From an optimization exercise on the open Yosys and OpenROAD flow, aimed at small area; shortcuts taken in it are not production practice.
The RTL was checked by simulation tests, not by an equivalence proof against the original design.
Power is estimated from default activity; no workload was simulated.

==> design/flow/design.v <==
module slave_template (
	clk,
	reset,
	slave_address,
	slave_read,
	slave_write,
	slave_readdata,
	slave_writedata,
	slave_byteenable,
	slave_irq,
	user_dataout_0,
	user_dataout_1,
	user_dataout_2,
	user_dataout_3,
	user_dataout_4,
	user_dataout_5,
	user_dataout_6,
	user_dataout_7,
	user_dataout_8,
	user_dataout_9,
	user_dataout_10,
	user_dataout_11,
	user_dataout_12,
	user_dataout_13,
	user_dataout_14,
	user_dataout_15,
	user_datain_0,
	user_datain_1,
	user_datain_2,
	user_datain_3,
	user_datain_4,
	user_datain_5,
	user_datain_6,
	user_datain_7,
	user_datain_8,
	user_datain_9,
	user_datain_10,
	user_datain_11,
	user_datain_12,
	user_datain_13,
	user_datain_14,
	user_datain_15,
	user_chipselect,
	user_byteenable,
	user_write,
	user_read
);
	input clk;
	input reset;
	input [8:0] slave_address;
	input slave_read;
	input slave_write;
	output wire [31:0] slave_readdata;
	input [31:0] slave_writedata;
	input [3:0] slave_byteenable;
	output wire slave_irq;
	output wire [31:0] user_dataout_0;
	output wire [31:0] user_dataout_1;
	output wire [31:0] user_dataout_2;
	output wire [31:0] user_dataout_3;
	output wire [31:0] user_dataout_4;
	output wire [31:0] user_dataout_5;
	output wire [31:0] user_dataout_6;
	output wire [31:0] user_dataout_7;
	output wire [31:0] user_dataout_8;
	output wire [31:0] user_dataout_9;
	output wire [31:0] user_dataout_10;
	output wire [31:0] user_dataout_11;
	output wire [31:0] user_dataout_12;
	output wire [31:0] user_dataout_13;
	output wire [31:0] user_dataout_14;
	output wire [31:0] user_dataout_15;
	input [31:0] user_datain_0;
	input [31:0] user_datain_1;
	input [31:0] user_datain_2;
	input [31:0] user_datain_3;
	input [31:0] user_datain_4;
	input [31:0] user_datain_5;
	input [31:0] user_datain_6;
	input [31:0] user_datain_7;
	input [31:0] user_datain_8;
	input [31:0] user_datain_9;
	input [31:0] user_datain_10;
	input [31:0] user_datain_11;
	input [31:0] user_datain_12;
	input [31:0] user_datain_13;
	input [31:0] user_datain_14;
	input [31:0] user_datain_15;
	output wire [15:0] user_chipselect;
	output wire [3:0] user_byteenable;
	output wire user_write;
	output wire user_read;
	wire [3:0] word = slave_address[7:4];
	wire [1:0] rsel = slave_address[1:0];
	wire src_sel = (slave_address == 9'h100);
	wire dout_wr = slave_write & (rsel == 2'd1);
	wire mask_wr = slave_write & (rsel == 2'd2);
	wire clr_wr  = slave_write & (rsel == 2'd3);
	reg slave_write_d1;
	reg [3:0] word_d1;
	reg [3:0] byteenable_d1;
	always @(posedge clk or posedge reset)
		if (reset) slave_write_d1 <= 1'b0;
		else slave_write_d1 <= slave_write;
	always @(posedge clk) begin
		word_d1 <= word;
		byteenable_d1 <= slave_byteenable;
	end
	wire [15:0] dec_now = (slave_read | slave_write) ? (16'd1 << word) : 16'd0;
	wire [15:0] dec_d1 = 16'd1 << word_d1;
	assign user_chipselect = slave_write_d1 ? dec_d1 : dec_now;
	assign user_byteenable = slave_write_d1 ? byteenable_d1 : slave_byteenable;
	assign user_write = slave_write_d1;
	assign user_read = slave_read;
	wire [31:0] din [0:15];
	reg [511:0] dout;
	wire [31:0] mask [0:15];
	wire [31:0] ecap [0:15];
	wire [15:0] irq;
	assign din[0] = user_datain_0;
	assign user_dataout_0 = dout[31:0];
	assign din[1] = user_datain_1;
	assign user_dataout_1 = dout[63:32];
	assign din[2] = user_datain_2;
	assign user_dataout_2 = dout[95:64];
	assign din[3] = user_datain_3;
	assign user_dataout_3 = dout[127:96];
	assign din[4] = user_datain_4;
	assign user_dataout_4 = dout[159:128];
	assign din[5] = user_datain_5;
	assign user_dataout_5 = dout[191:160];
	assign din[6] = user_datain_6;
	assign user_dataout_6 = dout[223:192];
	assign din[7] = user_datain_7;
	assign user_dataout_7 = dout[255:224];
	assign din[8] = user_datain_8;
	assign user_dataout_8 = dout[287:256];
	assign din[9] = user_datain_9;
	assign user_dataout_9 = dout[319:288];
	assign din[10] = user_datain_10;
	assign user_dataout_10 = dout[351:320];
	assign din[11] = user_datain_11;
	assign user_dataout_11 = dout[383:352];
	assign din[12] = user_datain_12;
	assign user_dataout_12 = dout[415:384];
	assign din[13] = user_datain_13;
	assign user_dataout_13 = dout[447:416];
	assign din[14] = user_datain_14;
	assign user_dataout_14 = dout[479:448];
	assign din[15] = user_datain_15;
	assign user_dataout_15 = dout[511:480];
	genvar K, B;
	generate
		for (K = 0; K < 16; K = K + 1) begin : g_word
			for (B = 0; B < 4; B = B + 1) begin : g_lane
				always @(posedge clk or posedge reset)
					if (reset) dout[K*32+B*8+7:K*32+B*8] <= 8'd0;
					else if (dout_wr && word == K && slave_byteenable[B]) dout[K*32+B*8+7:K*32+B*8] <= slave_writedata[B*8+7:B*8];
			end
			interrupt_logic u_irq (
				.clk(clk), .reset(reset), .data_in(din[K]), .write_data(slave_writedata),
				.mask_wr(mask_wr && word == K), .clr_wr(clr_wr && word == K),
				.irq_mask(mask[K]), .edge_capture(ecap[K]), .irq_out(irq[K]));
		end
	endgenerate
	assign slave_irq = |irq;
	reg [4:0] src;
	integer j;
	always @(*) begin
		src = 5'd0;
		for (j = 15; j >= 0; j = j - 1)
			if (irq[j]) src = j + 1;
	end
	reg [31:0] rd_now;
	always @(*) begin
		if (src_sel) rd_now = {27'd0, src};
		else case (rsel)
			2'd0: rd_now = din[word];
			2'd1: rd_now = 32'd0;
			2'd2: rd_now = mask[word];
			default: rd_now = ecap[word];
		endcase
	end
	reg [31:0] rd_d1, rd_d2, rd_d3;
	always @(posedge clk) begin
		rd_d1 <= rd_now;
		rd_d2 <= rd_d1;
		rd_d3 <= rd_d2;
	end
	assign slave_readdata = rd_d3;
endmodule
module interrupt_logic (
	input clk,
	input reset,
	input [31:0] data_in,
	input [31:0] write_data,
	input mask_wr,
	input clr_wr,
	output reg [31:0] irq_mask,
	output reg [31:0] edge_capture,
	output wire irq_out
);
	reg [31:0] data_in_d1, data_in_d2, data_in_d3;
	always @(posedge clk or posedge reset)
		if (reset) begin
			data_in_d1 <= 32'd0;
			data_in_d2 <= 32'd0;
			data_in_d3 <= 32'd0;
		end else begin
			data_in_d1 <= data_in;
			data_in_d2 <= data_in_d1;
			data_in_d3 <= data_in_d2;
		end
	always @(posedge clk or posedge reset)
		if (reset) irq_mask <= 32'd0;
		else if (mask_wr) irq_mask <= write_data;
	always @(posedge clk or posedge reset)
		if (reset) edge_capture <= 32'd0;
		else edge_capture <= (edge_capture | (data_in_d2 & ~data_in_d3)) & ~({32{clr_wr}} & write_data);
	assign irq_out = |(edge_capture & irq_mask);
endmodule
==> design/flow/flow/run.sh <==
#!/bin/bash
# Standard ORFS layout, with small port buffers and no CTS dummy loads.
cp standard.sh standard.sh.txt 2>/dev/null
export BUFFER_PORTS_ARGS="-buffer_cell sky130_fd_sc_hd__buf_1"
export CTS_ARGS="-sink_clustering_enable -repair_clock_nets -dont_use_dummy_load"
bash standard.sh > standard.log 2>&1
==> design/flow/standard.sh <==
#!/bin/bash
# synth_recipe.tcl (not shown) runs the flow's synth.tcl, then flattens the netlist and writes it again
# the make line also repeats each setting of config.mk as NAME=value (left out here)
make -C /OpenROAD-flow-scripts/flow DESIGN_CONFIG=/design/flow/config.mk WORK_HOME=/design/flow/orfs CLKGATE_MAP_FILE= SYNTH_SCRIPT=/design/flow/synth_recipe.tcl "${@:-finish}"
==> design/flow/config.mk <==
export PLATFORM = sky130hd
export DESIGN_NAME = slave_template
export DESIGN_NICKNAME = slave_template
export VERILOG_FILES = /design/flow/design.v
export SDC_FILE = /design/flow/constraint.sdc
export NUM_CORES = 4
export LEC_CHECK = 0
export CAP_MARGIN = 20
export CORE_MARGIN = 2
export CORE_UTILIZATION = 40
export SLEW_MARGIN = 20
==> design/flow/constraint.sdc <==
create_clock -name core_clock -period 6.0 [get_ports {clk}]
set_input_delay 1.2000 -clock core_clock [delete_from_list [all_inputs] [get_ports {clk}]]
set_output_delay 1.2000 -clock core_clock [all_outputs]
set_load 0.01 [all_outputs]
==> results.sh, run 1 <==
export IMPL_path_class="register to output pin"
export IMPL_post_route_period_util=0.980
export IMPL_drtAntennaViolNets=0
export IMPL_cp_cell_sequence="a22oi_1 > nand4_1 > nor4_1 > nand4_1 > nor4_1 > nand2_1 > buf_4 > buf_1"
export IMPL_skew_ps=86.5
export IMPL_max_slew_margin=0.159
export IMPL_ios=1128
export IMPL_area_growth_pct=17.0
export IMPL_synth_avg_cell_area_sq_um=14.1
export IMPL_grt_max_degree=173
export IMPL_status="finished clean"
export IMPL_die_w_microns=532
export IMPL_cap_violations=0
export IMPL_finalSetupTns_ps=0
export IMPL_antenna_found_initial=201
export IMPL_coreArea_sq_um=277000
export IMPL_synth_edf_count=0
export IMPL_seqPwrFrac=0.521
export IMPL_max_freq_mhz=170
export IMPL_place_congestion=1.16
export IMPL_dpl_cell_area_sq_um=121000
export IMPL_io_buffers=1127
export IMPL_overflow=0
export IMPL_worst_pin_slew_ps=1260
export IMPL_hpwl_mm=472
export IMPL_switchingPower_w=0.0129
export IMPL_cts_sinks=3177
export IMPL_grt_pass1_vias=82200
export IMPL_start_kind="register"
export IMPL_postCtsSetupRepairBufs=0
export IMPL_final_max_slew_viol_count=0
export IMPL_combPwrFrac=0.095
export IMPL_die_area_sq_um=283000
export IMPL_synth_area_sq_um=111000
export IMPL_finalHoldViolations=0
export IMPL_die_h_microns=532
export IMPL_finalSetupViolCount=0
export IMPL_post_cts_resize_count=0
export IMPL_drive_above_1_share=0.194
export IMPL_ctsHoldBuffers=0
export IMPL_yosys_cell_types_count=62
export IMPL_via_per_inst=6.53
export IMPL_wl_per_cell_microns=49.2
export IMPL_ir_worst_vdd_mv=0.257
export IMPL_cts_max_level=5
export IMPL_grt_pass1_wl_mm=829
export IMPL_crit_fanout=4
export IMPL_wl_mm=642
export IMPL_period_needed_ps=5880
export IMPL_initial_core_util=0.402
export IMPL_synthArstFlopShare=0.967
export IMPL_clkPwrFrac=0.384
export IMPL_fillCellCount=24800
export IMPL_ys_seq_area_frac=0.709
export IMPL_worstPathArrival_ps=4680
export IMPL_clk_latency_ps=1020
export IMPL_hold_path_class="register to register"
export IMPL_power_density_nw_per_um2=360
export IMPL_leakagePower_nw=56.8
export IMPL_vias=85200
export IMPL_synth_nets=8473
export IMPL_clk_path_buf_depth=4
export IMPL_dr_first_iter_drc_count=13400
export IMPL_swShare=0.275
export IMPL_required_ps=4800
export IMPL_intPower_w=0.0341
export IMPL_cp_end_kind="output pin"
export IMPL_grt_usage=0.448
export IMPL_cts_tree="done"
export IMPL_synth_cells=7912
export IMPL_critPathMaxStageDelay_ps=880
export IMPL_crit_slowest_cell="nor4_1"
export IMPL_synth_seq_cells=3177
export IMPL_clkTransAtPathRegs_ps=60
export IMPL_r2r_slack_ps=2180
export IMPL_nets=9772
export IMPL_cts_root_buf="clkbuf_16"
export IMPL_postLayoutCellArea_sq_um=130000
export IMPL_cts_buffers=339
export IMPL_rows=193
export IMPL_drtPass1Iterations=17
export IMPL_yosys_warnings=2
export IMPL_drc=0
export IMPL_synth_ff_type="dfrtp_1"
export IMPL_rsz0062_at_grt="no"
synthesized netlist by cell type, types with 3 or more instances:
master	number	share of area
dfrtp_1	3073	0.69
a21oi_1	1078	0.048
mux2_2	1034	0.10
a22oi_1	525	0.035
inv_1	517	0.017
clkbuf_1	286	0.0096
nand4_1	152	0.0085
buf_2	148	0.0067
nor2_1	134	0.0045
nand2_1	131	0.0044
a22o_1	109	0.0086
dfxtp_1	104	0.019
a221oi_1	99	0.0078
a222oi_1	95	0.0085
o221ai_1	90	0.0071
nand3_1	87	0.0039
o21ai_0	61	0.0027
and3_1	31	0.0017
o22ai_1	18	0.0010
nor4_1	16	0.00090
buf_1	15	0.00051
buf_6	10	0.0010
buf_4	9	0.00061
and2_1	8	0.00045
a21boi_0	7	0.00047
nor2_2	6	0.00034
nor2b_1	6	0.00034
a31oi_1	5	0.00028
nand2b_1	5	0.00028
a32oi_1	4	0.00031
mux2i_1	4	0.00036
and4b_1	3	0.00027
o2111ai_1	3	0.00024
o21ai_1	3	0.00013
final cells by class:
class,instances,area [sq um],area share
well taps,3705,4640,0.0356
inverters,517,1940,0.0149
diodes,138,345,0.00265
clock buffers,339,8480,0.0651
flip-flops and latches,3177,79000,0.606
repair buffers,1426,7310,0.0561
multi-input cells,3750,28600,0.220
power by group through the flow:
stage          logic, W  clock network, W  registers [W]
2_1_floorplan   0.00194                 0         0.0242
3_3_place_gp    0.00423                 0         0.0247
3_5_place_dp    0.00426                 0         0.0247
4_1_cts         0.00428            0.0181         0.0243
5_1_grt         0.00454            0.0189         0.0244
6_report        0.00447            0.0180         0.0245
routing by layer:
layer / GRT usage / vias up / part of all wire
met1: 0.514 / 44900 / 0.35
met5: 0.0157 / - / 0.0015
li1: - / 31000 / -
met3: 0.198 / 2215 / 0.13
met2: 0.641 / 7060 / 0.43
met4: 0.370 / 90 / 0.10
per-stage QoR:
stage / hold WS [ps] / util / std cells / power (W) / setup slack, ps
floorplan: 310 / - / 7912 / 0.0261 / -37970
global placement: 315 / 0.439 / 12600 / 0.0289 / 570
detailed placement: 313 / 0.439 / 12600 / 0.0290 / 1280
CTS: 240 / 0.470 / 12900 / 0.0467 / 437
global route: 275 / 0.470 / 13000 / 0.0479 / 2.25
finish: 242 / 0.471 / 13100 / 0.0470 / 120
logic make-up after synthesis:
family	Yosys count	synth area share
buffers and inverters	985	0.0358
AO/OA/AOI/OAI	2112	0.122
flip-flops	3177	0.709
multiplexers	1039	0.105
AND/OR/NAND/NOR	599	0.0276
state kept, by name (all words and copies together), names as in the netlist:
| register | cells |
|---|---|
| rd_d1 | 32 |
| g_word.u_irq.data_in_d2 | 512 |
| rd_d2 | 32 |
| word_d1 | 4 |
| g_word.u_irq.data_in_d1 | 512 |
| g_word.u_irq.data_in_d3 | 512 |
| g_word.u_irq.edge_capture | 512 |
| dout | 512 |
| g_word.u_irq.irq_mask | 512 |
| rd_d3 | 32 |
| byteenable_d1 | 4 |
| slave_write_d1 | 1 |
final timing paths:
| check | from | to | cells past startpoint |
|---|---|---|---|
| worst min register to register | rd_d2[22]$_DFF_P_ | rd_d3[22]$_DFF_P_ | 0 |
| worst max-delay path | g_word[3].u_irq.edge_capture[2]$_DFF_PP0_ | slave_irq | 8 |
| max in group asynchronous | reset | dout[21]$_DFFE_PP0P_ | 4 |
| worst max register to register | g_word[9].u_irq.edge_capture[29]$_DFF_PP0_ | rd_d1[1]$_DFF_P_ | 9 |
| worst min-delay path | rd_d2[22]$_DFF_P_ | rd_d3[22]$_DFF_P_ | 0 |
| min in group asynchronous | reset | g_word[10].u_irq.irq_mask[7]$_DFFE_PP0P_ | 3 |
worst max-delay path: cells and delay by family (launching register included):
kind,cells,cell delay [ps]
AOI/OAI and AO/OA,1,810
buffers and inverters,2,370
and+or+nand+nor,5,2000
DFF,1,520
placed cells by master, fill, tap and decap left out, types with 4 or more instances in the layout:
master and count:
mux2_2 1034, buf_2 16, nand3_1 87, clkbuf_2 20
clkbuf_16 339, o21ai_1 5, o21ai_0 58, a32oi_1 4
nand2b_1 5, nand2_1 130, nor4_1 15, o221ai_1 90
a22oi_1 525, nor2_2 47, nand4_1 152, a222oi_1 95
a22o_1 109, buf_1 1090, nor2_4 4, and2_4 4
and3_1 31, diode_2 138, inv_1 515, nor2b_1 5
a31oi_1 5, a21boi_0 7, dfxtp_1 104, buf_4 237
dfrtp_1 3073, a21oi_1 1078, buf_12 61, nor2_1 89
a221oi_1 99, o22ai_1 18, mux2i_1 4
==> run 2: changes to the inputs <==
==> design/flow/run.sh (new file) <==
#!/bin/bash
# synth_recipe.tcl (not shown) runs the flow's synth.tcl, then flattens the netlist and writes it again
# the make line also repeats each setting of config.mk as NAME=value (left out here)
make -C /OpenROAD-flow-scripts/flow DESIGN_CONFIG=/design/flow/config.mk WORK_HOME=/design/flow/orfs CLKGATE_MAP_FILE= SYNTH_SCRIPT=/design/flow/synth_recipe.tcl finish
removed: design/flow/flow/run.sh
removed: design/flow/standard.sh
==> results.sh, run 2 <==
export IMPL_status="finished with violations"
export IMPL_failed_checks="negative setup slack"
export IMPL_final_common_cell="dfrtp_1"
export IMPL_postCtsSetupRepairBufs=0
export IMPL_wl_mm=637
export IMPL_wl_per_cell_microns=47.9
export IMPL_finalHoldViolations=0
export IMPL_grt_pass1_wl_mm=828
export IMPL_finalSetupTns_ps=-30.1
export IMPL_dr_first_iter_drc_count=13200
export IMPL_synth_area_top_cells="dfrtp_1 (69%), mux2_2 (10%), a21oi_1 (4.8%)"
export IMPL_cts_sinks=3177
export IMPL_grt_usage=0.446
export IMPL_worstPathArrival_ps=4830
export IMPL_required_ps=4800
export IMPL_cp_cell_sequence="a22oi_1 > nand4_1 > nor4_1 > buf_4 > nand4_1 > nor4_1 > nand2_1 > buf_4 > clkdlybuf4s50_1"
export IMPL_io_buffers=1127
export IMPL_power_density_nw_per_um2=369
export IMPL_yosys_top_cells_count="dfrtp_1 (3073), a21oi_1 (1078), mux2_2 (1034), a22oi_1 (525), inv_1 (517)"
export IMPL_nets=9793
export IMPL_synth_cells=7912
export IMPL_grt_max_degree=163
export IMPL_post_route_period_util=1.01
export IMPL_ys_seq_area_frac=0.709
export IMPL_start_kind="register"
export IMPL_vias=84500
export IMPL_worst_pin_slew_ps=1380
export IMPL_hold_path_class="register to register"
export IMPL_critPathMaxStageDelay_ps=640
export IMPL_cp_top_family="simple AND/OR/NAND/NOR gates"
export IMPL_clk_path_buf_depth=4
export IMPL_die_h_microns=532
export IMPL_coreArea_sq_um=277000
export IMPL_r2r_start="g_word[14].u_irq.edge_capture[6]$_DFF_PP0_"
export IMPL_skew_ps=53.8
export IMPL_synth_area_sq_um=111000
export IMPL_clkTransAtPathRegs_ps=60
export IMPL_cp_end_kind="output pin"
export IMPL_synthArstFlopShare=0.967
export IMPL_rsz0062_at_grt="no"
export IMPL_grt_pass1_vias=82700
export IMPL_critPathBufInv=3
export IMPL_regToRegEndpoint="rd_d1[1]$_DFF_P_"
export IMPL_synth_edf_count=0
export IMPL_drtPass1Iterations=10
export IMPL_cts_tree="done"
export IMPL_yosys_warnings=2
export IMPL_fillCellCount=23700
export IMPL_antenna_found_initial=147
export IMPL_die_area_sq_um=283000
export IMPL_max_freq_mhz=166
export IMPL_cts_buffers=337
export IMPL_path_class="register to output pin"
export IMPL_worst_hold_slack_ps=321
export IMPL_hpwl_mm=465
export IMPL_cap_violations=0
export IMPL_post_cts_resize_count=0
export IMPL_place_congestion=1.10
export IMPL_ios=1128
export IMPL_crit_end="slave_irq"
export IMPL_clk_latency_ps=1010
export IMPL_yosysTopAreaCellShare=0.691
export IMPL_mostFrequentLayoutCells="dfrtp_1 (3073), clkdlybuf4s50_1 (1091), a21oi_1 (1078)"
export IMPL_final_max_slew_viol_count=0
export IMPL_cts_max_level=5
export IMPL_synth_seq_cells=3177
export IMPL_ir_worst_vdd_mv=0.246
export IMPL_max_slew_margin=0.0816
export IMPL_crit_slowest_cell="a22oi_1"
export IMPL_ctsHoldBuffers=0
export IMPL_overflow=0
export IMPL_synth_nets=8473
export IMPL_period_needed_ps=6030
export IMPL_cp_num_cells=9
export IMPL_finalSetupViolCount=1
export IMPL_drtAntennaViolNets=0
export IMPL_synth_top_cell_by_area="dfrtp_1"
export IMPL_crit_fanout=5
export IMPL_reg2regPathDepth=10
export IMPL_final_setup_worst_slack_ps=-30.1
export IMPL_synth_avg_cell_area_sq_um=14.1
export IMPL_yosysMostFrequentCell="dfrtp_1"
export IMPL_die_w_microns=532
export IMPL_via_per_inst=6.36
export IMPL_startpoint="g_word[6].u_irq.edge_capture[31]$_DFF_PP0_"
export IMPL_rows=193
export IMPL_r2r_slack_ps=2650
export IMPL_yosys_cell_types_count=62
export IMPL_leakagePower_nw=61.4
export IMPL_area_growth_pct=26.4
export IMPL_synth_ff_type="dfrtp_1"
export IMPL_cts_root_buf="clkbuf_16"
export IMPL_drive_above_1_share=0.213
export IMPL_initial_core_util=0.402
export IMPL_drc=0
-- run 2: layout make-up --
cell class	instances	area [sq um]	share of cell area
multi-input combinational	3750	28700	0.204
inverter	517	1940	0.0138
clock buffer	466	9650	0.0686
tap	3705	4640	0.0329
antenna	74	185	0.00132
timing repair buffer	1449	14400	0.102
clock inverter	148	2260	0.0161
sequential	3177	79000	0.561
-- run 2: where the power goes --
group	internal, W	switching (W)
Clock	0.0131	0.00933
Combinational	0.00202	0.00315
Sequential	0.0228	0.00156
-- run 2: cell families after synthesis --
logic type / count (synthesis) / synth area share
flip-flops: 3177 / 0.709
AO/OA/AOI/OAI: 2112 / 0.122
multiplexers: 1039 / 0.105
buffers and inverters: 985 / 0.0358
AND/OR/NAND/NOR: 599 / 0.0276
-- run 2: worst min-delay path by stage --
stage                                                   from                                       end  slack [ps]  cells after the start
finish                                     rd_d2[29]$_DFF_P_                         rd_d3[29]$_DFF_P_         320                      0
global route                                rd_d2[2]$_DFF_P_                          rd_d3[2]$_DFF_P_         330                      0
CTS                 g_word[15].u_irq.data_in_d1[5]$_DFF_PP0_  g_word[15].u_irq.data_in_d2[5]$_DFF_PP0_         320                      0
detailed placement                         rd_d2[14]$_DFF_P_                         rd_d3[14]$_DFF_P_         310                      0
global placement                           rd_d2[30]$_DFF_P_                         rd_d3[30]$_DFF_P_         310                      0
floorplan                                   rd_d1[0]$_DFF_P_                          rd_d2[0]$_DFF_P_         310                      0
-- run 2: per-stage QoR --
step	power (W)	setup WS, ps	util	std cells	cell area, sq um
finish	0.0520	-30.1	0.509	13300	141000
global route	0.0531	48.1	0.508	13200	141000
CTS	0.0518	53.7	0.508	13200	140000
detailed placement	0.0296	876	0.465	12600	129000
global placement	0.0295	99.8	0.464	12600	128000
floorplan	0.0261	-37970	-	7912	111000
-- run 2: per-layer routing --
layer  wire length [microns]  share of wire  global-route usage
met5                     753         0.0012             0.00321
met4                   61000          0.096               0.344
met3                   72200           0.11               0.161
met2                  274000           0.43               0.649
met1                  229000           0.36               0.539
==> run 3: changes to the inputs <==
--- a/design/flow/design.v
+++ b/design/flow/design.v
@@ -171,15 +171,16 @@
 		for (j = 15; j >= 0; j = j - 1)
 			if (irq[j]) src = j + 1;
 	end
+	wire [15:0] wsel = 16'd1 << word;
+	wire [15:0] sel_din  = wsel & {16{~src_sel & (rsel == 2'd0)}};
+	wire [15:0] sel_mask = wsel & {16{rsel == 2'd2}};
+	wire [15:0] sel_ecap = wsel & {16{rsel == 2'd3}};
 	reg [31:0] rd_now;
+	integer m;
 	always @(*) begin
-		if (src_sel) rd_now = {27'd0, src};
-		else case (rsel)
-			2'd0: rd_now = din[word];
-			2'd1: rd_now = 32'd0;
-			2'd2: rd_now = mask[word];
-			default: rd_now = ecap[word];
-		endcase
+		rd_now = {27'd0, src & {5{src_sel}}};
+		for (m = 0; m < 16; m = m + 1)
+			rd_now = rd_now | (din[m] & {32{sel_din[m]}}) | (mask[m] & {32{sel_mask[m]}}) | (ecap[m] & {32{sel_ecap[m]}});
 	end
 	reg [31:0] rd_d1, rd_d2, rd_d3;
 	always @(posedge clk) begin
@@ -198,7 +199,7 @@
 	input clr_wr,
 	output reg [31:0] irq_mask,
 	output reg [31:0] edge_capture,
-	output wire irq_out
+	output reg irq_out
 );
 	reg [31:0] data_in_d1, data_in_d2, data_in_d3;
 	always @(posedge clk or posedge reset)
@@ -211,11 +212,16 @@
 			data_in_d2 <= data_in_d1;
 			data_in_d3 <= data_in_d2;
 		end
+	wire [31:0] irq_mask_nx = mask_wr ? write_data : irq_mask;
+	wire [31:0] edge_capture_nx = (edge_capture | (data_in_d2 & ~data_in_d3)) & ~({32{clr_wr}} & write_data);
 	always @(posedge clk or posedge reset)
-		if (reset) irq_mask <= 32'd0;
-		else if (mask_wr) irq_mask <= write_data;
-	always @(posedge clk or posedge reset)
-		if (reset) edge_capture <= 32'd0;
-		else edge_capture <= (edge_capture | (data_in_d2 & ~data_in_d3)) & ~({32{clr_wr}} & write_data);
-	assign irq_out = |(edge_capture & irq_mask);
+		if (reset) begin
+			irq_mask <= 32'd0;
+			edge_capture <= 32'd0;   
+			irq_out <= 1'b0;
+		end else begin
+			irq_mask <= irq_mask_nx;
+			edge_capture <= edge_capture_nx;
+			irq_out <= |(edge_capture_nx & irq_mask_nx);   
+		end
 endmodule
==> design/flow/flow/run.sh (new file) <==
#!/bin/bash
# Standard ORFS layout (the standard.sh) with three changes:
#  - ports buffered with buf_1 instead of the default delay buffer,
#  - clock tree built from clkbuf_16 leaf clusters of up to 30 sinks, no dummy loads.
export BUFFER_PORTS_ARGS="-buffer_cell sky130_fd_sc_hd__buf_1"
export CTS_ARGS="-sink_clustering_enable -repair_clock_nets -dont_use_dummy_load -buf_list sky130_fd_sc_hd__clkbuf_16 -sink_clustering_size 30 -sink_clustering_max_diameter 80"
bash standard.sh > standard.log 2>&1
==> design/flow/standard.sh (new file) <==
#!/bin/bash
# synth_recipe.tcl (not shown) runs the flow's synth.tcl, then flattens the netlist and writes it again
# the make line also repeats each setting of config.mk as NAME=value (left out here)
make -C /OpenROAD-flow-scripts/flow DESIGN_CONFIG=/design/flow/config.mk WORK_HOME=/design/flow/orfs CLKGATE_MAP_FILE= SYNTH_SCRIPT=/design/flow/synth_recipe.tcl "${@:-finish}"
removed: design/flow/run.sh
==> results.sh, run 3 <==
export IMPL_drc=0
export IMPL_final_common_cell="dfrtp_1"
export IMPL_drtPass1Iterations=10
export IMPL_cts_max_level=4
export IMPL_r2r_start="g_word[14].u_irq.irq_out$_DFF_PP0_"
export IMPL_grt_usage=0.414
export IMPL_io_buffers=1127
export IMPL_cts_tree="done"
export IMPL_finalHoldViolations=0
export IMPL_regToRegEndpoint="rd_d1[3]$_DFF_P_"
export IMPL_post_cts_resize_count=0
export IMPL_wl_per_cell_microns=46.0
export IMPL_muxShareOfSynthArea=0.103
export IMPL_antenna_found_initial=143
export IMPL_post_route_period_util=0.797
export IMPL_path_class="input port to register"
export IMPL_yosys_cell_types_count=49
export IMPL_wl_mm=600
export IMPL_ys_seq_area_frac=0.708
export IMPL_final_max_slew_viol_count=0
export IMPL_critPathMaxStageDelay_ps=1080
export IMPL_mostFrequentLayoutCells="dfrtp_1 (3089), buf_1 (1094), mux2_2 (1022)"
export IMPL_dr_first_iter_drc_count=13400
export IMPL_synth_adder_area_share=0
export IMPL_synth_compound_area_share=0.116
export IMPL_multi_input_comb_area_sq_um=29400
export IMPL_ctsHoldBuffers=0
export IMPL_die_h_microns=533
export IMPL_cap_violations=0
export IMPL_finalSetupTns_ps=0
export IMPL_finalSetupViolCount=0
export IMPL_die_area_sq_um=285000
export IMPL_synth_avg_cell_area_sq_um=13.9
export IMPL_hold_path_class="register to register"
export IMPL_via_per_inst=6.44
export IMPL_overflow=0
export IMPL_rsz0062_at_grt="no"
export IMPL_status="finished clean"
export IMPL_r2r_slack_ps=3080
export IMPL_vias=84000
export IMPL_drtAntennaViolNets=0
export IMPL_whs_endpoint="g_word[3].u_irq.data_in_d2[13]$_DFF_PP0_"
export IMPL_clk_latency_ps=960
export IMPL_min_from="g_word[3].u_irq.data_in_d1[13]$_DFF_PP0_"
export IMPL_synth_nets=8600
export IMPL_yosysTopAreaCellShare=0.690
export IMPL_synth_area_sq_um=112000
export IMPL_synth_top_cell_by_area="dfrtp_1"
export IMPL_crit_fanout=22
export IMPL_worst_hold_slack_ps=277
export IMPL_synthArstFlopShare=0.967
export IMPL_crit_top_cell="or4_1"
export IMPL_initial_core_util=0.402
export IMPL_place_ws_ps=602
export IMPL_yosysMostFrequentCell="dfrtp_1"
export IMPL_worst_pin_slew_ps=1370
export IMPL_reg2regPathDepth=5
export IMPL_nets=9812
export IMPL_ios=1128
export IMPL_cp_cell_sequence="buf_1 > or4_1 > nor2_4 > buf_4 > a21oi_1 > a22oi_1 > nand4_1 > or4_1"
export IMPL_yosys_top_cells_count="dfrtp_1 (3089), mux2_2 (1022), a21oi_1 (870), a22oi_1 (856), inv_1 (517)"
export IMPL_synth_area_top_cells="dfrtp_1 (69%), mux2_2 (10%), a22oi_1 (5.7%)"
export IMPL_synth_top_family_by_area="compound AO/OA/AOI/OAI gates"
export IMPL_cp_end_kind="register"
export IMPL_clkTransAtPathRegs_ps=110
export IMPL_crit_slowest_cell="a22oi_1"
export IMPL_grt_pass1_vias=82100
export IMPL_postCtsSetupRepairBufs=0
export IMPL_place_congestion=1.08
export IMPL_fillCellCount=25600
export IMPL_synth_seq_cells=3193
export IMPL_yosys_warnings=2
export IMPL_period_needed_ps=4780
export IMPL_synth_ff_type="dfrtp_1"
export IMPL_cts_buffers=159
export IMPL_die_w_microns=533
export IMPL_worstPathArrival_ps=5560
export IMPL_area_growth_pct=13.7
export IMPL_synth_edf_count=0
export IMPL_synth_xor_area_frac=0
export IMPL_cts_root_buf="clkbuf_16"
export IMPL_ir_worst_vdd_mv=0.244
export IMPL_rows=194
export IMPL_max_freq_mhz=209
export IMPL_final_setup_worst_slack_ps=1220
export IMPL_holdPathStages=0
export IMPL_regArea_sq_um=79400
export IMPL_start_kind="input port"
export IMPL_power_density_nw_per_um2=318
export IMPL_coreArea_sq_um=279000
export IMPL_cts_sinks=3193
export IMPL_grt_pass1_wl_mm=781
export IMPL_grt_max_degree=152
export IMPL_leakagePower_nw=56.4
export IMPL_synth_cells=8039
export IMPL_max_slew_margin=0.0835
export IMPL_clk_path_buf_depth=4
export IMPL_yosys_area_share_simple=0.0395
export IMPL_required_ps=6780
export IMPL_drive_above_1_share=0.180
export IMPL_skew_ps=137
export IMPL_hpwl_mm=446
==> run 3: cell count changes after synthesis, moves of 80 or more <==
cell / change
buf_2: -120
a21o_1: +80
a22oi_1: +331
a222oi_1: -82
a21oi_1: -208
and2_1: +101
nand2_1: +209
a221oi_1: -91
o221ai_1: -90
==> run 3: final cells by class <==
| type | count | share of cell area |
|---|---|---|
| diodes | 62 | 0.00122 |
| multi-input cells | 3882 | 0.231 |
| flip-flops and latches | 3193 | 0.623 |
| repair buffers | 1498 | 0.0624 |
| inverters | 517 | 0.0152 |
| well taps | 3724 | 0.0365 |
| clock buffers | 159 | 0.0312 |
==> run 3: power breakdown <==
group | switching [W] | internal [W] | total [W]
Clock | 0.00706 | 0.00476 | 0.0118
Combinational | 0.00338 | 0.00138 | 0.00476
Sequential | 0.00108 | 0.0229 | 0.0240
==> run 3: cell families (layout without fill, tap and decap cells) <==
group           Yosys count  in the layout
buf+inv                 964           2174
compound gates         1989           1989
mux                    1028           1028
other cells               0             62
simple gates            865            865
flops                  3193           3193
==> run 3: layer usage <==
layer / vias to the layer above / routed length [microns] / track usage
met4: 120 / 58300 / 0.322
li1: 30800 / - / -
met3: 1998 / 83400 / 0.169
met2: 7254 / 250000 / 0.590
met5: - / 788 / 0.000167
met1: 43800 / 207000 / 0.499
==> run 3: worst max-delay path, delay by kind of cell <==
family,cells,cell delay [ps]
buffers and inverters,2,850
and+or+nand+nor,4,2160
AOI/OAI and AO/OA,2,1250
==> run 3: through the flow <==
step / instances / total power [W] / util / cell area [sq um]
after floorplan: 8039 / 0.0261 / - / 112000
after global placement: 12800 / 0.0288 / 0.442 / 123000
after detailed placement: 12800 / 0.0289 / 0.442 / 123000
after CTS: 13000 / 0.0403 / 0.456 / 127000
after global routing: 13000 / 0.0414 / 0.456 / 127000
final: 13000 / 0.0406 / 0.457 / 128000
==> run 3: how the worst max path moves through the flow <==
stage | startpoint | slack (ps) | depth (start not counted) | end
after global placement | slave_address[4] | 640 | 9 | g_word[0].u_irq.irq_out$_DFF_PP0_
final | slave_address[6] | 1220 | 8 | g_word[0].u_irq.irq_out$_DFF_PP0_
after CTS | slave_address[6] | 1470 | 4 | user_chipselect[7]
after floorplan | reset | -38200 | 1 | dout[0]$_DFFE_PP0P_
after global routing | slave_address[6] | 1250 | 4 | user_chipselect[7]
after detailed placement | slave_address[4] | 600 | 9 | g_word[0].u_irq.irq_out$_DFF_PP0_
==> run 4: changes to the inputs <==
==> design/flow/config.mk (replaced) <==
export PLATFORM = sky130hd
export DESIGN_NAME = slave_template
export DESIGN_NICKNAME = slave_template
export VERILOG_FILES = /design/flow/design.v
export SDC_FILE = /design/flow/constraint.sdc
export NUM_CORES = 4
export LEC_CHECK = 0
export CAP_MARGIN = 30
export CORE_MARGIN = 2
export CORE_UTILIZATION = 55
export SETUP_SLACK_MARGIN = 0.3
export SLEW_MARGIN = 30
==> results.sh, run 4 <==
export IMPL_cap_violations=0
export IMPL_synth_edf_count=0
export IMPL_rsz0062_at_grt="no"
export IMPL_cts_buffers=143
export IMPL_post_route_period_util=0.857
export IMPL_clk_path_buf_depth=3
export IMPL_max_slew_margin=0.160
export IMPL_ios=1128
export IMPL_yosys_cell_types_count=49
export IMPL_ctsHoldBuffers=0
export IMPL_skew_ps=57.4
export IMPL_intPower_w=0.0286
export IMPL_dr_first_iter_drc_count=14500
export IMPL_combPwrFrac=0.117
export IMPL_clkTransAtPathRegs_ps=110
export IMPL_swShare=0.282
export IMPL_cp_cell_sequence="buf_1 > buf_4 > nor4b_1 > nand2_2 > buf_4 > mux2_2 > a22oi_1 > nand4_1 > or4_1"
export IMPL_wl_per_cell_microns=47.3
export IMPL_hold_path_class="register to register"
export IMPL_drtAntennaViolNets=0
export IMPL_synth_cells=8039
export IMPL_seqPwrFrac=0.604
export IMPL_mostFrequentLayoutCells="dfrtp_1 (3089), buf_1 (1093), mux2_2 (1022)"
export IMPL_die_h_microns=455
export IMPL_grt_max_degree=158
export IMPL_synth_seq_cells=3193
export IMPL_overflow=0
export IMPL_rows=165
export IMPL_start_kind="input port"
export IMPL_drive_above_1_share=0.181
export IMPL_worst_hold_slack_ps=323
export IMPL_die_w_microns=455
export IMPL_die_area_sq_um=207000
export IMPL_post_cts_resize_count=0
export IMPL_via_per_inst=7.10
export IMPL_clk_latency_ps=880
export IMPL_max_freq_mhz=194
export IMPL_ir_worst_vdd_mv=0.319
export IMPL_worstPathArrival_ps=5850
export IMPL_nets=9801
export IMPL_reg2regPathDepth=5
export IMPL_synth_area_top_cells="dfrtp_1 (69%), mux2_2 (10%), a22oi_1 (5.7%)"
export IMPL_cp_end_kind="register"
export IMPL_grt_usage=0.546
export IMPL_synth_area_sq_um=112000
export IMPL_leakagePower_nw=56.2
export IMPL_hpwl_mm=424
export IMPL_place_congestion=1.13
export IMPL_clkPwrFrac=0.279
export IMPL_switchingPower_w=0.0112
export IMPL_io_buffers=1127
export IMPL_critPathMaxStageDelay_ps=940
export IMPL_crit_fanout=18
export IMPL_holdPathStages=0
export IMPL_drtPass1Iterations=9
export IMPL_final_max_slew_viol_count=0
export IMPL_cts_tree="done"
export IMPL_wl_mm=568
export IMPL_yosysTopAreaCellShare=0.690
export IMPL_drc=0
export IMPL_area_growth_pct=12.3
export IMPL_status="finished clean"
export IMPL_synth_nets=8600
export IMPL_postCtsSetupRepairBufs=0
export IMPL_finalSetupViolCount=0
export IMPL_path_class="input port to register"
export IMPL_yosys_top_cells_count="dfrtp_1 (3089), mux2_2 (1022), a21oi_1 (870), a22oi_1 (856), inv_1 (517)"
export IMPL_worst_pin_slew_ps=1260
export IMPL_required_ps=6710
export IMPL_finalSetupTns_ps=0
export IMPL_final_common_cell="dfrtp_1"
export IMPL_power_density_nw_per_um2=316
export IMPL_synth_avg_cell_area_sq_um=13.9
export IMPL_yosys_warnings=2
export IMPL_synth_top_cell_by_area="dfrtp_1"
export IMPL_period_needed_ps=5140
export IMPL_grt_pass1_wl_mm=753
export IMPL_synth_ff_type="dfrtp_1"
export IMPL_grt_pass1_vias=82800
export IMPL_crit_top_cell="buf_4"
export IMPL_crit_slowest_cell="a22oi_1"
export IMPL_coreArea_sq_um=202000
export IMPL_yosysMostFrequentCell="dfrtp_1"
export IMPL_initial_core_util=0.554
export IMPL_ys_seq_area_frac=0.708
export IMPL_cts_max_level=4
export IMPL_cts_root_buf="clkbuf_16"
export IMPL_synthArstFlopShare=0.967
export IMPL_cts_sinks=3193
export IMPL_antenna_found_initial=92
export IMPL_finalHoldViolations=0
export IMPL_vias=85200
run 4: cell count changes in the layout (fill, tap and decap cells not counted), moves of 9 or more:
cell / delta
a21oi_1: -11
a21oi_2: +9
buf_12: -20
buf_16: +9
clkbuf_16: -16
diode_2: +26
run 4: cell families after synthesis:
family / synth area share
buf+inv: 0.0329
flops: 0.708
compound gates: 0.116
simple gates: 0.0395
mux: 0.103
run 4: layout make-up:
type	count	area (sq um)
diodes	88	220
clock buffers	143	3580
fillers	16000	76400
inverters	517	1940
multi-input cells	3882	29500
flip-flops and latches	3193	79400
well taps	2672	3340
repair buffers	1503	7950
run 4: worst paths after layout:
path / start / endpoint / slack [ps]
min: rd_d2[1]$_DFF_P_ / rd_d3[1]$_DFF_P_ / 320
max in group asynchronous: reset / dout[485]$_DFFE_PP0P_ / 3610
max reg2reg: g_word[2].u_irq.edge_capture[19]$_DFF_PP0_ / g_word[2].u_irq.irq_out$_DFF_PP0_ / 2880
min reg2reg: rd_d2[1]$_DFF_P_ / rd_d3[1]$_DFF_P_ / 320
min in group asynchronous: reset / g_word[10].u_irq.irq_mask[11]$_DFF_PP0_ / 530
max: slave_address[5] / g_word[1].u_irq.irq_out$_DFF_PP0_ / 860
run 4: metal layers:
metal / GRT usage / share of wire / vias to the layer above
met4: 0.467 / 0.11 / 44
met1: 0.654 / 0.34 / 43900
met3: 0.244 / 0.14 / 2447
met5: 0.00459 / 0.00079 / -
li1: - / - / 30800
met2: 0.749 / 0.41 / 7908
run 4: power groups by stage:
| stage | Sequential [W] | Combinational [W] | Clock (W) |
|---|---|---|---|
| after floorplan | 0.0242 | 0.00184 | 0 |
| after global placement | 0.0243 | 0.00430 | 0 |
| after detailed placement | 0.0243 | 0.00434 | 0 |
| after CTS | 0.0239 | 0.00436 | 0.0110 |
| after global routing | 0.0241 | 0.00464 | 0.0118 |
| final | 0.0240 | 0.00464 | 0.0111 |
run 4: metrics by stage:
step | cell area (sq um) | instances | total power, W | util | setup WS (ps)
after global routing | 126000 | 11900 | 0.0405 | 0.622 | 1070
after detailed placement | 122000 | 11800 | 0.0287 | 0.602 | 429
after CTS | 125000 | 11900 | 0.0393 | 0.620 | 1290
after floorplan | 112000 | 8039 | 0.0261 | - | -38200
final | 126000 | 12000 | 0.0397 | 0.622 | 858
after global placement | 122000 | 11700 | 0.0286 | 0.601 | 395
run 4: critical path, delay by kind of cell:
kind                   cells  cell delay [ps]
AOI/OAI and AO/OA          1              940
muxes                      1              360
buffers and inverters      3             1150
and+or+nand+nor            4             2130
==> run 5: changes to the inputs <==
==> design/flow/flow/run.sh (replaced) <==
#!/bin/bash
# Layout flow: the standard synthesis, an area re-mapping of the logic between the
# registers, then the standard ORFS layout with:
#  - ports buffered with buf_1 instead of the default delay buffer,
#  - clock tree built from clkbuf_16 leaf clusters of up to 30 sinks, no dummy loads.
# Each tool's output goes to a log in this folder.
set -euo pipefail
export BUFFER_PORTS_ARGS="-buffer_cell sky130_fd_sc_hd__buf_1"
export CTS_ARGS="-sink_clustering_enable -repair_clock_nets -dont_use_dummy_load -buf_list sky130_fd_sc_hd__clkbuf_16 -sink_clustering_size 30 -sink_clustering_max_diameter 80"
YOSYS=$(command -v yosys || echo "$FLOW_HOME/../tools/install/yosys/bin/yosys")
R=orfs/results/$FLOW_PLATFORM/slave_template/base

bash standard.sh synth > synth.log 2>&1
cp $R/1_2_yosys.v standard_synth.v
REMAP_IN=standard_synth.v REMAP_OUT=remapped.v "$YOSYS" -c flow/remap.tcl > remap.log 2>&1
cp remapped.v $R/1_2_yosys.v
rm -f $R/1_synth.odb $R/1_synth.sdc
bash standard.sh > standard.log 2>&1
==> design/flow/flow/remap.abc (new file) <==
strash; dch; map -a; strash; dch; map -a; topo
==> design/flow/flow/remap.tcl (new file) <==
# Area-oriented re-mapping of the combinational logic of the standard synthesis netlist.
# Registers are kept as they are (same instances, names and cell types); only the logic
# between them is re-mapped with ABC's area mapper.
set lib $::env(FLOW_HOME)/platforms/sky130hd/lib/sky130_fd_sc_hd__tt_025C_1v80.lib
set in  $::env(REMAP_IN)
set out $::env(REMAP_OUT)
yosys read_liberty -ignore_miss_func $lib
yosys read_verilog $in
yosys hierarchy -top $::env(FLOW_TOP)
# every sequential cell the netlist uses stays a black box
set seq {}
foreach c [exec grep -oE {sky130_fd_sc_hd__(df|edf|sdf|dl)[a-z0-9_]*} $in] { if {[lsearch $seq $c] < 0} { lappend seq $c } }
puts "sequential cell types kept: $seq"
yosys blackbox {*}$seq
yosys flatten
yosys rename -hide w:_*_.*
yosys opt_clean -purge
yosys tee -o remap_pre.stat stat -liberty $lib
yosys abc -liberty $lib -dont_use sky130_fd_sc_hd__probe_p_8 -dont_use sky130_fd_sc_hd__probec_p_8 -dont_use sky130_fd_sc_hd__lpflow_* -script flow/remap.abc
yosys splitnets
yosys opt_clean -purge
yosys hilomap -singleton -hicell sky130_fd_sc_hd__conb_1 HI -locell sky130_fd_sc_hd__conb_1 LO
yosys insbuf -buf sky130_fd_sc_hd__buf_4 A X
yosys hierarchy -top $::env(FLOW_TOP)
yosys tee -o remap_post.stat stat -liberty $lib
yosys write_verilog -noattr -nohex -nodec $out
--- a/design/flow/config.mk
+++ b/design/flow/config.mk
@@ -8,5 +8,5 @@
 export CAP_MARGIN = 30
 export CORE_MARGIN = 2
 export CORE_UTILIZATION = 55
-export SETUP_SLACK_MARGIN = 0.3
+export SETUP_SLACK_MARGIN = 0.8
 export SLEW_MARGIN = 30
==> results.sh, run 5 <==
export IMPL_coreArea_sq_um=194000
export IMPL_finalHoldViolations=0
export IMPL_cts_tree="done"
export IMPL_place_congestion=1.19
export IMPL_start_kind="input port"
export IMPL_cp_end_kind="register"
export IMPL_grt_pass1_vias=84500
export IMPL_final_cells=13000
export IMPL_crit_end="g_word[9].u_irq.irq_out$_DFF_PP0_"
export IMPL_grt_max_degree=173
export IMPL_power_density_nw_per_um2=323
export IMPL_area_growth_pct=14.5
export IMPL_drtPass1Iterations=13
export IMPL_regToRegEndpoint="g_word[9].u_irq.irq_out$_DFF_PP0_"
export IMPL_drc=0
export IMPL_seqPwrFrac=0.607
export IMPL_antenna_found_initial=124
export IMPL_startpoint="slave_address[1]"
export IMPL_place_ws_ps=-463
export IMPL_finalSetupTns_ps=0
export IMPL_place_inst=12700
export IMPL_wl_per_cell_microns=44.3
export IMPL_max_slew_margin=0.152
export IMPL_final_common_cell="dfrtp_1"
export IMPL_postCtsSetupRepairBufs=0
export IMPL_mostFrequentLayoutCells="dfrtp_1 (3089), nand2_1 (1225), buf_1 (1127)"
export IMPL_ctsHoldBuffers=0
export IMPL_final_max_slew_viol_count=0
export IMPL_max_freq_mhz=180
export IMPL_reg2regPathDepth=8
export IMPL_crit_fanout=50
export IMPL_p_total_w=0.0397
export IMPL_ir_worst_vdd_mv=0.331
export IMPL_clkPwrFrac=0.277
export IMPL_overflow=0
export IMPL_worstPathArrival_ps=6260
export IMPL_grt_pass1_wl_mm=756
export IMPL_skew_ps=71.0
export IMPL_synth_nets=9196
export IMPL_path_class="input port to register"
export IMPL_r2r_slack_ps=2440
export IMPL_via_per_inst=7.06
export IMPL_clk_latency_ps=910
export IMPL_switchingPower_w=0.0115
export IMPL_die_area_sq_um=198000
export IMPL_wl_mm=574
export IMPL_drive_above_1_share=0.0673
export IMPL_dr_first_iter_drc_count=16400
export IMPL_drtAntennaViolNets=0
export IMPL_cts_root_buf="clkbuf_16"
export IMPL_die_w_microns=445
export IMPL_cap_violations=0
export IMPL_finalSetupViolCount=0
export IMPL_clkTransAtPathRegs_ps=110
export IMPL_cts_max_level=4
export IMPL_final_setup_worst_slack_ps=434
export IMPL_clk_path_buf_depth=3
export IMPL_worst_pin_slew_ps=1270
export IMPL_rows=162
export IMPL_r2r_start="g_word[9].u_irq.edge_capture[8]$_DFF_PP0_"
export IMPL_hpwl_mm=425
export IMPL_leakagePower_nw=51.1
export IMPL_vias=91500
export IMPL_initial_core_util=0.551
export IMPL_nets=10900
export IMPL_status="finished clean"
export IMPL_yosys_warnings=2
export IMPL_required_ps=6700
export IMPL_cts_sinks=3193
export IMPL_rsz0062_at_grt="yes"
export IMPL_cts_buffers=141
export IMPL_intPower_w=0.0282
export IMPL_ios=1128
export IMPL_grt_usage=0.579
export IMPL_io_buffers=1127
export IMPL_combPwrFrac=0.116
export IMPL_period_needed_ps=5570
export IMPL_synth_area_sq_um=107000
export IMPL_die_h_microns=445
export IMPL_swShare=0.289
export IMPL_synth_cells=8635
export IMPL_hold_path_class="register to register"
export IMPL_synth_avg_cell_area_sq_um=12.4
export IMPL_post_route_period_util=0.928
[run 5: power by group through the flow]
| stage | registers (W) | clock network, W | logic [W] |
|---|---|---|---|
| global route | 0.0241 | 0.0116 | 0.00463 |
| floorplan | 0.0241 | 0 | 0.00165 |
| detailed placement | 0.0244 | 0 | 0.00425 |
| finish | 0.0241 | 0.0110 | 0.00461 |
| CTS | 0.0240 | 0.0108 | 0.00426 |
| global placement | 0.0244 | 0 | 0.00419 |
[run 5: area by class of cell]
class / count / area, sq um
flip-flops and latches: 3193 / 79400
inverters: 632 / 2400
diodes: 125 / 313
fillers: 15700 / 71600
repair buffers: 1516 / 7970
well taps: 2542 / 3180
multi-input cells: 4809 / 26000
clock buffers: 141 / 3530
[run 5: worst min-delay path by stage]
stage	slack [ps]	to	cells after the start	startpoint
after global routing	330	g_word[2].u_irq.data_in_d2[11]$_DFF_PP0_	0	g_word[2].u_irq.data_in_d1[11]$_DFF_PP0_
after detailed placement	310	rd_d2[10]$_DFF_P_	0	rd_d1[10]$_DFF_P_
final	330	g_word[2].u_irq.data_in_d2[11]$_DFF_PP0_	0	g_word[2].u_irq.data_in_d1[11]$_DFF_PP0_
after CTS	330	g_word[1].u_irq.data_in_d2[19]$_DFF_PP0_	0	g_word[1].u_irq.data_in_d1[19]$_DFF_PP0_
after global placement	310	rd_d3[25]$_DFF_P_	0	rd_d2[25]$_DFF_P_
after floorplan	310	rd_d2[0]$_DFF_P_	0	rd_d1[0]$_DFF_P_
[run 5: what timing repair did]
action	in CTS	in global routing
pin swaps	0	0
setup endpoints to repair	1	2
resized for setup	2	3
[run 5: routing by layer]
metal  GRT usage  vias to the layer above  wire length (microns)
met1       0.667                    45800                 184000
met4       0.532                       64                  67900
li1            -                    33800                      -
met5      0.0579                        -                   2120
met2       0.760                     8995                 228000
met3       0.313                     2799                  92100
[run 5: through the flow]
| step | util | hold slack (ps) | area (sq um) |
|---|---|---|---|
| floorplan | - | 310 | 107000 |
| detailed placement | 0.611 | 312 | 119000 |
| global route | 0.630 | 335 | 123000 |
| global placement | 0.610 | 310 | 119000 |
| CTS | 0.629 | 327 | 122000 |
| finish | 0.632 | 328 | 123000 |
[run 5: worst max-delay path, cell delays in order]
cell      delay [ps]
buf_1            170
clkinv_1         150
nor2_2           410
clkinv_2         330
buf_4            300
nor2_4           140
nand2_2          300
buf_6            380
nand2_1          110
o21ai_0          310
a22oi_2          500
nand3_1          470
a221oi_1         380
nand3_1          450
a221oi_1         430
nand4_1          140
==> run 6: changes to the inputs <==
--- a/design/flow/design.v
+++ b/design/flow/design.v
@@ -199,7 +199,7 @@
 	input clr_wr,
 	output reg [31:0] irq_mask,
 	output reg [31:0] edge_capture,
-	output reg irq_out
+	output wire irq_out
 );
 	reg [31:0] data_in_d1, data_in_d2, data_in_d3;
 	always @(posedge clk or posedge reset)
@@ -212,16 +212,11 @@
 			data_in_d2 <= data_in_d1;
 			data_in_d3 <= data_in_d2;
 		end
-	wire [31:0] irq_mask_nx = mask_wr ? write_data : irq_mask;
-	wire [31:0] edge_capture_nx = (edge_capture | (data_in_d2 & ~data_in_d3)) & ~({32{clr_wr}} & write_data);
-	always @(posedge clk or posedge reset)
-		if (reset) begin
-			irq_mask <= 32'd0;
-			edge_capture <= 32'd0;   
-			irq_out <= 1'b0;
-		end else begin
-			irq_mask <= irq_mask_nx;
-			edge_capture <= edge_capture_nx;
-			irq_out <= |(edge_capture_nx & irq_mask_nx);   
-		end
+	always @(posedge clk or posedge reset)
+		if (reset) irq_mask <= 32'd0;
+		else if (mask_wr) irq_mask <= write_data;
+	always @(posedge clk or posedge reset)
+		if (reset) edge_capture <= 32'd0;
+		else edge_capture <= (edge_capture | (data_in_d2 & ~data_in_d3)) & ~({32{clr_wr}} & write_data);
+	assign irq_out = |(edge_capture & irq_mask);
 endmodule
==> design/flow/flow/run.sh (replaced) <==
#!/bin/bash
# Layout flow: the standard synthesis, an area re-mapping of the logic between the
# registers, then the standard ORFS layout with:
#  - ports buffered with buf_1 instead of the default delay buffer,
#  - clock tree built from clkbuf_8 leaf clusters of up to 16 sinks, no dummy loads.
# Each tool's output goes to a log in this folder.
set -euo pipefail
export BUFFER_PORTS_ARGS="-buffer_cell sky130_fd_sc_hd__buf_1"
export CTS_ARGS="-sink_clustering_enable -repair_clock_nets -dont_use_dummy_load -buf_list sky130_fd_sc_hd__clkbuf_8 -sink_clustering_size 16 -sink_clustering_max_diameter 60"
YOSYS=$(command -v yosys || echo "$FLOW_HOME/../tools/install/yosys/bin/yosys")
R=orfs/results/$FLOW_PLATFORM/slave_template/base

bash standard.sh synth > synth.log 2>&1
cp $R/1_2_yosys.v standard_synth.v
REMAP_IN=standard_synth.v REMAP_OUT=remapped.v "$YOSYS" -c flow/remap.tcl > remap.log 2>&1
cp remapped.v $R/1_2_yosys.v
rm -f $R/1_synth.odb $R/1_synth.sdc
bash standard.sh > standard.log 2>&1
==> results.sh, run 6 <==
export IMPL_hold_path_class="input port to register"
export IMPL_finalSetupViolCount=0
export IMPL_mostFrequentLayoutCells="dfrtp_1 (3063), nand2_1 (1142), buf_1 (1126)"
export IMPL_io_buffers=1127
export IMPL_skew_ps=86.6
export IMPL_max_freq_mhz=184
export IMPL_critPathMaxStageDelay_ps=750
export IMPL_via_per_inst=7.13
export IMPL_place_inst=12600
export IMPL_synth_area_sq_um=107000
export IMPL_hpwl_mm=409
export IMPL_drtPass1Iterations=11
export IMPL_clk_path_buf_depth=3
export IMPL_fillCellCount=14900
export IMPL_initial_core_util=0.554
export IMPL_path_class="register to output pin"
export IMPL_worstPathArrival_ps=4240
export IMPL_reg2regPathDepth=9
export IMPL_worst_pin_slew_ps=1180
export IMPL_period_needed_ps=5440
export IMPL_cts_max_level=4
export IMPL_synth_avg_cell_area_sq_um=12.4
export IMPL_cts_root_buf="clkbuf_8"
export IMPL_leakagePower_nw=50.5
export IMPL_vias=92200
export IMPL_cp_top_family="simple AND/OR/NAND/NOR gates"
export IMPL_finalSetupTns_ps=0
export IMPL_rows=161
export IMPL_crit_slowest_cell="a22oi_2"
export IMPL_grt_pass1_wl_mm=755
export IMPL_overflow=0
export IMPL_crit_end="slave_irq"
export IMPL_antenna_found_initial=119
export IMPL_clk_latency_ps=1140
export IMPL_nets=10900
export IMPL_r2r_start="g_word[0].u_irq.irq_mask[23]$_DFFE_PP0P_"
export IMPL_finalHoldViolations=0
export IMPL_cts_sinks=3177
export IMPL_grt_max_degree=181
export IMPL_status="finished clean"
export IMPL_die_w_microns=445
export IMPL_yosys_warnings=2
export IMPL_start_kind="register"
export IMPL_max_slew_margin=0.214
export IMPL_cts_buffers=237
export IMPL_required_ps=4800
export IMPL_regArea_sq_um=79000
export IMPL_grt_usage=0.578
export IMPL_ios=1128
export IMPL_area_growth_pct=14.1
export IMPL_synth_cells=8637
export IMPL_wl_per_cell_microns=44.2
export IMPL_post_route_period_util=0.907
export IMPL_place_congestion=1.10
export IMPL_synth_nets=9198
export IMPL_cp_end_kind="output pin"
export IMPL_final_util=0.632
export IMPL_final_common_cell="dfrtp_1"
export IMPL_critPathBufInv=3
export IMPL_cp_num_cells=9
export IMPL_drive_above_1_share=0.0739
export IMPL_final_max_slew_viol_count=0
export IMPL_regToRegEndpoint="rd_d1[4]$_DFF_P_"
export IMPL_die_h_microns=445
export IMPL_rsz0062_at_grt="yes"
export IMPL_min_from="user_datain_9[6]"
export IMPL_coreArea_sq_um=193000
export IMPL_multi_input_comb_area_sq_um=26400
export IMPL_final_cells=12900
export IMPL_cap_violations=0
export IMPL_r2r_slack_ps=2030
export IMPL_drtAntennaViolNets=0
export IMPL_startpoint="g_word[1].u_irq.edge_capture[12]$_DFF_PP0_"
export IMPL_clkTransAtPathRegs_ps=90
export IMPL_cp_cell_sequence="a22oi_2 > nand4_1 > nor3_4 > buf_4 > nand4_1 > nor3_1 > nand3_1 > buf_4 > buf_1"
export IMPL_drc=0
export IMPL_wl_mm=572
export IMPL_power_density_nw_per_um2=320
export IMPL_die_area_sq_um=198000
export IMPL_dr_first_iter_drc_count=16700
export IMPL_crit_fanout=3
export IMPL_grt_pass1_vias=86600
export IMPL_ir_worst_vdd_mv=0.246
export IMPL_cts_tree="done"
==> run 6: cell count changes in the layout (fill, tap and decap cells not counted), sizes merged, moves of 16 or more <==
cell    change
a221oi     -17
buf        -70
clkbuf     +96
clkinv     +18
dfrtp      -16
diode      -40
nand2      -78
nand3      +75
nor2       +21
==> run 6: how the worst min path moves through the flow <==
stage / end / slack (ps) / cells after the start
detailed placement: rd_d3[11]$_DFF_P_ / 310 / 0
finish: g_word[9].u_irq.data_in_d1[6]$_DFF_PP0_ / 190 / 1
CTS: g_word[9].u_irq.data_in_d1[6]$_DFF_PP0_ / 160 / 1
global route: g_word[9].u_irq.data_in_d1[6]$_DFF_PP0_ / 200 / 1
floorplan: rd_d2[0]$_DFF_P_ / 310 / 0
global placement: rd_d3[25]$_DFF_P_ / 310 / 0
==> run 6: cell type report <==
type,instances,share of cell area
Clock buffer,237,0.0268
Sequential cell,3177,0.648
Antenna cell,85,0.00175
Tap cell,2526,0.0259
Multi-Input combinational cell,4810,0.217
Timing Repair Buffer,1446,0.0601
Inverter,649,0.0203
==> run 6: through the flow <==
step                      setup slack [ps]  total power [W]  area [sq um]  hold slack [ps]
after floorplan                      -1790           0.0257        107000              310
after global placement                -110           0.0285        118000              313
after detailed placement               701           0.0286        118000              313
after CTS                              802           0.0384        121000              164
after global routing                   705           0.0398        122000              196
final                                  559           0.0390        122000              193
==> run 6: routing by layer <==
metal,vias up,part of all wire,global-route usage
met5,-,0.0018,0.0259
met4,86,0.12,0.511
met3,3076,0.16,0.292
met2,9475,0.39,0.766
met1,45700,0.33,0.686
li1,33900,-,-
==> run 6: report_power, final <==
group / leakage [nW] / total, W / switching [W] / internal, W
Clock: 1.70 / 0.0102 / 0.00675 / 0.00350
Combinational: 11.8 / 0.00432 / 0.00326 / 0.00107
Sequential: 37.0 / 0.0244 / 0.00156 / 0.0229
==> run 6: timing repair <==
action,4_1_cts,5_1_grt
pin swaps,15,16
setup endpoints to repair,1,1
hold buffers,0,0
cloned,0,0
setup buffers,2,1
gates resized for setup,64,24
==> run 7: changes to the inputs <==
==> design/flow/flow/remap.abc (replaced) <==
strash; dch; map -a; strash; dch; map -a; strash; dch; map -a; topo
--- a/design/flow/config.mk
+++ b/design/flow/config.mk
@@ -7,6 +7,6 @@
 export LEC_CHECK = 0
 export CAP_MARGIN = 30
 export CORE_MARGIN = 2
-export CORE_UTILIZATION = 55
+export CORE_UTILIZATION = 60
 export SETUP_SLACK_MARGIN = 0.8
 export SLEW_MARGIN = 30
==> results.sh, run 7 <==
export IMPL_final_cells=12800
export IMPL_finalHoldViolations=0
export IMPL_cp_top_family="simple AND/OR/NAND/NOR gates"
export IMPL_cts_max_level=4
export IMPL_rsz0062_at_grt="yes"
export IMPL_max_slew_margin=0.189
export IMPL_leakagePower_nw=50.7
export IMPL_regArea_sq_um=79000
export IMPL_wl_per_cell_microns=45.4
export IMPL_gr_max_usage_layer="met2"
export IMPL_critPathMaxStageDelay_ps=700
export IMPL_die_h_microns=426
export IMPL_wl_mm=581
export IMPL_clk_path_buf_depth=3
export IMPL_met3_usage=0.376
export IMPL_mostFrequentLayoutCells="dfrtp_1 (3058), nand2_1 (1225), buf_1 (1124)"
export IMPL_synth_area_sq_um=107000
export IMPL_ios=1128
export IMPL_nets=10900
export IMPL_hpwl_mm=415
export IMPL_final_max_slew_viol_count=0
export IMPL_fillCellCount=12100
export IMPL_grt_usage=0.640
export IMPL_post_route_period_util=0.914
export IMPL_period_needed_ps=5480
export IMPL_die_w_microns=426
export IMPL_synth_avg_cell_area_sq_um=12.4
export IMPL_final_common_cell="dfrtp_1"
export IMPL_clkTransAtPathRegs_ps=100
export IMPL_drtAntennaViolNets=0
export IMPL_cts_tree="done"
export IMPL_hold_path_class="input port to register"
export IMPL_initial_core_util=0.605
export IMPL_cts_root_buf="clkbuf_8"
export IMPL_via_per_inst=7.54
export IMPL_dr_first_iter_drc_count=18000
export IMPL_use_met2=0.828
export IMPL_power_density_nw_per_um2=319
export IMPL_worst_hold_slack_ps=157
export IMPL_rows=154
export IMPL_vias=96400
export IMPL_skew_ps=109
export IMPL_cp_end_kind="output pin"
export IMPL_max_freq_mhz=182
export IMPL_cts_buffers=232
export IMPL_area_growth_pct=14.0
export IMPL_synth_cells=8620
export IMPL_required_ps=4800
export IMPL_met1_usage=0.717
export IMPL_cts_sinks=3177
export IMPL_drtPass1Iterations=13
export IMPL_antenna_found_initial=133
export IMPL_start_kind="register"
export IMPL_drive_above_1_share=0.0754
export IMPL_cap_violations=0
export IMPL_coreArea_sq_um=176000
export IMPL_io_buffers=1127
export IMPL_multi_input_comb_area_sq_um=26300
export IMPL_ir_worst_vdd_mv=0.244
export IMPL_path_class="register to output pin"
export IMPL_crit_slowest_cell="or4_4"
export IMPL_clk_latency_ps=1150
export IMPL_grt_max_degree=203
export IMPL_grt_pass1_wl_mm=768
export IMPL_die_area_sq_um=181000
export IMPL_overflow=0
export IMPL_synth_nets=9181
export IMPL_crit_fanout=3
export IMPL_drc=0
export IMPL_finalSetupViolCount=0
export IMPL_yosys_warnings=2
export IMPL_place_inst=12400
export IMPL_cp_cell_sequence="and2_2 > a221oi_1 > nand4_1 > or4_4 > nor3_1 > clkinv_1 > nor2_1 > nand2_2 > buf_6"
export IMPL_worst_pin_slew_ps=1210
export IMPL_critPathBufInv=2
export IMPL_worstPathArrival_ps=4280
export IMPL_grt_pass1_vias=91000
export IMPL_status="finished clean"
export IMPL_place_congestion=1.15
run 7: changes by cell type in the layout (fill, tap and decap cells not counted), moves of 12 or more:
| cell | change |
|---|---|
| a22oi_1 | -47 |
| o21ai_0 | +49 |
| diode_2 | +60 |
| a21oi_1 | -16 |
| nor2_1 | -88 |
| clkinv_1 | -12 |
| nand2_1 | +83 |
| a22oi_2 | -19 |
| a22o_2 | +26 |
run 7: worst reg2reg max path: stages, from the launching register on:
cell and delay (ps):
dfrtp_2 510, a22oi_2 730, nand3_1 180, a211o_2 380, a21oi_2 270, nand2_1 100
nor2_1 220, nor3_1 90, nor3_1 160, o31ai_1 110, a21oi_1 360, o21ai_0 150
nor4_1 280, nand4_1 120
run 7: worst paths after layout:
path | startpoint | end | slack [ps] | depth (start not counted)
worst min register to register | g_word[0].u_irq.data_in_d1[3]$_DFF_PP0_ | g_word[0].u_irq.data_in_d2[3]$_DFF_PP0_ | 290 | 0
min in group asynchronous | reset | g_word[8].u_irq.data_in_d3[6]$_DFF_PP0_ | 240 | 2
max in group asynchronous | reset | g_word[9].u_irq.irq_mask[3]$_DFFE_PP0P_ | 3840 | 5
worst min-delay path | user_datain_5[28] | g_word[5].u_irq.data_in_d1[28]$_DFF_PP0_ | 160 | 1
worst max-delay path | g_word[6].u_irq.edge_capture[12]$_DFF_PP0_ | slave_irq | 520 | 9
worst max register to register | g_word[13].u_irq.irq_mask[10]$_DFFE_PP0P_ | rd_d1[1]$_DFF_P_ | 2230 | 13
run 7: final cells by class:
class                           count  area share
Antenna cell                      145     0.00298
Clock buffer                      232      0.0262
Inverter                          628      0.0196
Multi-Input combinational cell   4814       0.216
Sequential cell                  3177       0.649
Tap cell                         2340      0.0241
Timing Repair Buffer             1453      0.0617
run 7: through the flow:
stage	utilization	setup TNS, ps	total power [W]	worst slack (ps)	instance area, sq um
2_1_floorplan	-	-5487890	0.0255	-1790	107000
3_3_place_gp	0.666	0	0.0282	929	117000
3_5_place_dp	0.666	0	0.0284	792	118000
4_1_cts	0.685	0	0.0380	808	121000
5_1_grt	0.688	0	0.0394	735	121000
6_report	0.689	0	0.0388	518	122000
run 7: per-layer routing:
metal | part of all wire | up-vias
met5 | 0.0030 | -
met1 | 0.30 | 46900
met4 | 0.13 | 76
met3 | 0.17 | 4165
li1 | - | 33900
met2 | 0.39 | 11400
run 7: power breakdown:
group          internal, W  switching, W  leakage (nW)
Combinational      0.00107       0.00329          11.9
Clock              0.00343       0.00674          1.67
Sequential          0.0228       0.00150          37.1
run 7: timing repair:
action                                 CTS  global route
buffers inserted                         0             6
setup endpoints to repair                1             1
pin swaps                                3            15
hold buffers                             0             0
resized for setup                       32            47
endpoints found under the hold margin    0             0

## re-timing with driven ports
No port has a modelled driver above. Below, the same layouts with a new extraction and two added sets of constraints. Step 1 (the two cells are an assumption about what drives the block):
set clk [get_ports {clk}]
set_driving_cell -lib_cell sky130_fd_sc_hd__clkbuf_16 $clk
set_driving_cell -lib_cell sky130_fd_sc_hd__buf_2 [delete_from_list [all_inputs] $clk]
Step 2 moves the port delays by t, midway between the first and last clock arrival at a register: inputs arrive t later, outputs are due t later. That takes back most of the time a late clock gives input paths. a / b / c = no drivers / after step 1 / after step 2; a / b = the first two.
run	t (ns)	setup WS [ns]	hold slack, ns	clock arrival spread, ns
run 1	1.107	0.120 / -0.006 / 0.915	0.242 / 0.231 / 0.242	0.111 / 0.110
run 2	1.112	-0.030 / -0.152 / 0.654	0.321 / 0.283 / 0.321	0.062 / 0.063
run 3	0.993	1.221 / 1.161 / 0.216	0.277 / 0.277 / 0.277	0.139 / 0.139
run 4	0.957	0.858 / 0.937 / -0.019	0.323 / 0.323 / 0.323	0.075 / 0.075
run 5	0.983	0.434 / 0.516 / -0.467	0.328 / 0.328 / 0.328	0.080 / 0.080
run 6	1.195	0.559 / 0.452 / 0.168	0.193 / 0.138 / 0.295	0.110 / 0.109
run 7	1.200	0.518 / 0.416 / 0.216	0.157 / 0.115 / 0.288	0.132 / 0.131
Met with ideal ports but missed after step 2: setup timing in run 4 and run 5. For run 3, which loses most, drivers alone change the setup slack by -0.060 ns; drivers and shift together by -1.005 ns.
